This is an optimization exercise on Yosys and OpenROAD, whose aim is small area, not a production implementation. Function was checked by simulation only, so behaviour that the tests miss may differ from the original. The flow treats the clock pin as an ideal source. Dropping or thinning the clock tree relies on that and would not hold on a real chip.

==> module frequency_meter, before the edit <==
module frequency_meter #(parameter INVERT_RST = 1, DEBOUNCE_THRESHOLD = 5000, SEGMENTOS = 7, BIT_SIZE = 20, FREQ = 1, DATA_IN_SIZE = 6)(
    input clk,                     
    input rst,                     
    input signal_in,               
    output [0:SEGMENTOS-1] un, dec, cen, un_millar, dec_millar, cen_millar
);
    reg        prev_rst;
    reg        first;              
    reg  [4:0] step;               
    reg [21:0] period;             
    reg [21:0] rem_n;              
    reg [22:0] work;               
    reg [22:0] shown;              
    wire clear = prev_rst & ~rst;            
    wire low4  = |step[3:0];
    wire idle  = ~low4;                        
    wire armed = ~low4 & ~step[4];             
    wire last  = step == 5'b01000;
    wire [4:0] step_next = {(step[3] & ~last) | ((last | (idle & step[4])) & signal_in),
                            step[2:0],
                            ((step[4] ^ step[2]) & low4) | (armed & signal_in)};
    localparam [31:0] DBITS = 32'hdb401ba0;
    wire dbit = DBITS[step];
    genvar i;
    wire [22:0] pc;
    wire [21:0] period_inc;
    assign pc[0] = idle;
    generate for (i = 0; i < 22; i = i + 1) begin : g_period
        assign period_inc[i] = period[i] ^ pc[i];
        assign pc[i+1]       = period[i] & pc[i];
    end endgenerate
    wire [22:0] trial_n = {rem_n, ~dbit};
    wire [22:0] sum;
    wire [23:0] cy;
    assign cy[0] = 1'b0;
    generate for (i = 0; i < 23; i = i + 1) begin : g_sub
        wire pb = (i < 22) ? period[i] : 1'b0;
        assign sum[i]  = trial_n[i] ^ pb ^ cy[i];
        assign cy[i+1] = (trial_n[i] & pb) | (trial_n[i] & cy[i]) | (pb & cy[i]);
    end endgenerate
    wire qbit = ~cy[23] & ~idle;
    wire [22:0] adj;
    assign adj[22:20] = work[22:20];
    generate for (i = 0; i < 5; i = i + 1) begin : g_dabble
        bcd_dabble_digit DIG (.en(~idle), .d(work[4*i+3:4*i]), .q(adj[4*i+3:4*i]));
    end endgenerate
    wire load_lo, load_hi;
    display_load LOAD_LO (.clear(clear), .last(last), .first(first), .load(load_lo));
    display_load LOAD_HI (.clear(clear), .last(last), .first(first), .load(load_hi));
    always @(posedge clk) begin
        prev_rst <= rst;
        step     <= step_next;
        period   <= last ? 22'd30 : period_inc;
        rem_n    <= qbit ? sum[21:0] : trial_n[21:0];
        work     <= {adj[21:0], qbit};
        if (load_lo)
            shown[11:0] <= work[11:0];
        if (load_hi)
            shown[22:12] <= work[22:12];
        if (clear)
            first <= 1'b1;
        else if (last)
            first <= 1'b0;
    end
    decoder_7_seg_top SEG_CM (.decoder_in(shown[22:20]), .decoder_out(cen_millar));
    decoder_7_seg SEG_DM (.decoder_in(shown[19:16]), .decoder_out(dec_millar));
    decoder_7_seg SEG_UM (.decoder_in(shown[15:12]), .decoder_out(un_millar));
    decoder_7_seg SEG_C  (.decoder_in(shown[11:8]),  .decoder_out(cen));
    decoder_7_seg SEG_D  (.decoder_in(shown[7:4]),   .decoder_out(dec));
    decoder_7_seg SEG_U  (.decoder_in(shown[3:0]),   .decoder_out(un));
endmodule
==> module display_load, before the edit <==
module display_load(
    input wire clear,
    input wire last,
    input wire first,
    output wire load
);
    assign load = clear | (last & ~first);
endmodule
==> flow/config.mk <==
export PLATFORM = sky130hd
export DESIGN_NAME = frequency_meter
export DESIGN_NICKNAME = frequency_meter
export VERILOG_FILES = /design/flow/design.v
export SDC_FILE = /design/flow/constraint.sdc
export NUM_CORES = 4
export LEC_CHECK = 0
export CAP_MARGIN = 0
export CORE_MARGIN = 2
export CORE_UTILIZATION = 70
export SLEW_MARGIN = 0
export SYNTH_HIERARCHICAL = 1
==> flow/constraint.sdc <==
create_clock -name core_clock -period 140.0 [get_ports {clk}]
set_input_delay 28.0000 -clock core_clock [delete_from_list [all_inputs] [get_ports {clk}]]
set_output_delay 28.0000 -clock core_clock [all_outputs]
set_load 0.01 [all_outputs]
standard.sh (not shown) runs the stock make flow with config.mk's settings and CLKGATE_MAP_FILE= SYNTH_SCRIPT=/design/flow/synth_recipe.tcl, a recipe that flattens the netlist after the stock synthesis.
==> flow/flow/run.sh <==
#!/bin/bash
# Own layout flow: the standard ORFS flow (standard.sh) with changes that
# only cut cell area:
#  - synthesis is the standard flow's (synth_recipe.tcl) except that abc maps the logic
#    with an area script (abc_area.script) instead of ORFS's delay script,
#    and adder cells are extracted only in the top module (see synth.tcl);
#    the registers are the standard synthesis's;
#  - the port buffers use the smallest buffer cell (buf_1);
#  - before the post-placement repair, every logic cell is set to the
#    smallest drive strength of its kind (repair_design then fixes any slew or
#    capacitance violation this makes);
#  - clock tree synthesis adds no dummy loads, and its tree is then rebuilt
#    as one level of 4 buffers (clockmerge.tcl).
set -euo pipefail
cd "$(dirname "$0")/.."
work=$(pwd)
export BUFFER_PORTS_ARGS="-buffer_cell sky130_fd_sc_hd__buf_1"
export PRE_RESIZE_TCL=$work/flow/downsize.tcl
export POST_CTS_TCL=$work/flow/clockmerge.tcl
export CTS_ARGS="-sink_clustering_enable -repair_clock_nets -dont_use_dummy_load"
sed "s#SYNTH_SCRIPT=[^ ]*#SYNTH_SCRIPT=$work/flow/synth.tcl#" standard.sh > own_synth.sh
bash own_synth.sh synth > synth.log 2>&1
bash standard.sh > standard.log 2>&1
Other scripts of this flow, unchanged in this note and not shown: flow/flow/abc_area.script, flow/flow/clockmerge.tcl, flow/flow/downsize.tcl, flow/flow/synth.tcl
The baseline finished clean.
Change:
--- a/flow/design.v
+++ b/flow/design.v
@@ -4,23 +4,22 @@
     input signal_in,               
     output [0:SEGMENTOS-1] un, dec, cen, un_millar, dec_millar, cen_millar
 );
     reg        prev_rst;
+    reg        prev_sig;
     reg        first;              
     reg  [4:0] step;               
     reg [21:0] period;             
     reg [21:0] rem_n;              
     reg [22:0] work;               
     reg [22:0] shown;              
     wire clear = prev_rst & ~rst;            
+    wire rise  = signal_in & ~prev_sig;      
     wire low4  = |step[3:0];
-    wire idle  = ~low4;                        
-    wire armed = ~low4 & ~step[4];             
-    wire last  = step == 5'b01000;
-    wire [4:0] step_next = {(step[3] & ~last) | ((last | (idle & step[4])) & signal_in),
-                            step[2:0],
-                            ((step[4] ^ step[2]) & low4) | (armed & signal_in)};
-    localparam [31:0] DBITS = 32'hdb401ba0;
+    wire idle  = ~low4 & ~step[4];
+    wire last  = ~low4 & step[4];
+    wire [4:0] step_next = {step[3:0], ((step[4] ^ step[2]) & low4) | rise};
+    localparam [31:0] DBITS = 32'h53cf9800;
     wire dbit = DBITS[step];
     genvar i;
     wire [22:0] pc;
     wire [21:0] period_inc;
@@ -43,21 +42,17 @@
     assign adj[22:20] = work[22:20];
     generate for (i = 0; i < 5; i = i + 1) begin : g_dabble
         bcd_dabble_digit DIG (.en(~idle), .d(work[4*i+3:4*i]), .q(adj[4*i+3:4*i]));
     end endgenerate
-    wire load_lo, load_hi;
-    display_load LOAD_LO (.clear(clear), .last(last), .first(first), .load(load_lo));
-    display_load LOAD_HI (.clear(clear), .last(last), .first(first), .load(load_hi));
     always @(posedge clk) begin
         prev_rst <= rst;
+        prev_sig <= signal_in;
         step     <= step_next;
-        period   <= last ? 22'd30 : period_inc;
+        period   <= last ? 22'd31 : period_inc;
         rem_n    <= qbit ? sum[21:0] : trial_n[21:0];
         work     <= {adj[21:0], qbit};
-        if (load_lo)
-            shown[11:0] <= work[11:0];
-        if (load_hi)
-            shown[22:12] <= work[22:12];
+        if (clear || (last && !first))
+            shown <= work;
         if (clear)
             first <= 1'b1;
         else if (last)
             first <= 1'b0;
@@ -67,16 +62,8 @@
     decoder_7_seg SEG_UM (.decoder_in(shown[15:12]), .decoder_out(un_millar));
     decoder_7_seg SEG_C  (.decoder_in(shown[11:8]),  .decoder_out(cen));
     decoder_7_seg SEG_D  (.decoder_in(shown[7:4]),   .decoder_out(dec));
     decoder_7_seg SEG_U  (.decoder_in(shown[3:0]),   .decoder_out(un));
-endmodule
-module display_load(
-    input wire clear,
-    input wire last,
-    input wire first,
-    output wire load
-);
-    assign load = clear | (last & ~first);
 endmodule
 module debouncer_one_shot #(parameter INVERT_LOGIC = 0, DEBOUNCE_THRESHOLD = 5000)(
     input clk, 
 	 input signal,
Outcome: Via count is lower slightly; cell area rose slightly; synthesized area grows slightly; core utilization came out higher by 0.56 points; flip-flop and latch count increases by 1; synthesized cell count is higher slightly; setup slack is better by 0.056 ns; routed wire length drops by a few percent; register-to-register slack is worse by 0.32 ns; fmax barely changes.
No run of this note takes its clock network from TritonCTS; it comes from the design's own scripts or RTL.

static timing again, ports no longer ideal:
No port has a modelled driver above. Below, the same layouts with a new extraction and two added sets of constraints.
Step 1: set_driving_cell puts a clkbuf_16 on clk and a buf_2 on each other input, an assumption about the parent block.
Step 2 adds t to the input delays and takes it off the output delays; t is the mean of the earliest and latest rising clock arrival at the registers after step 1. Input paths then give back, and output paths get back, about the clock's delay inside the block.
a / b / c = ideal / step 1 / step 2; a / b = the first two.
run | t, ns | setup slack, ns | worst hold slack (ns) | slew at the worst register clock pin (ns)
the first run | 0.205 | 110.516 / 110.437 / 110.642 | 0.358 / 0.358 / 0.358 | 0.09 / 0.09
the second run | 0.203 | 110.572 / 110.495 / 110.697 | 0.354 / 0.354 / 0.354 | 0.09 / 0.09
After both steps setup and hold are still met in every run listed.
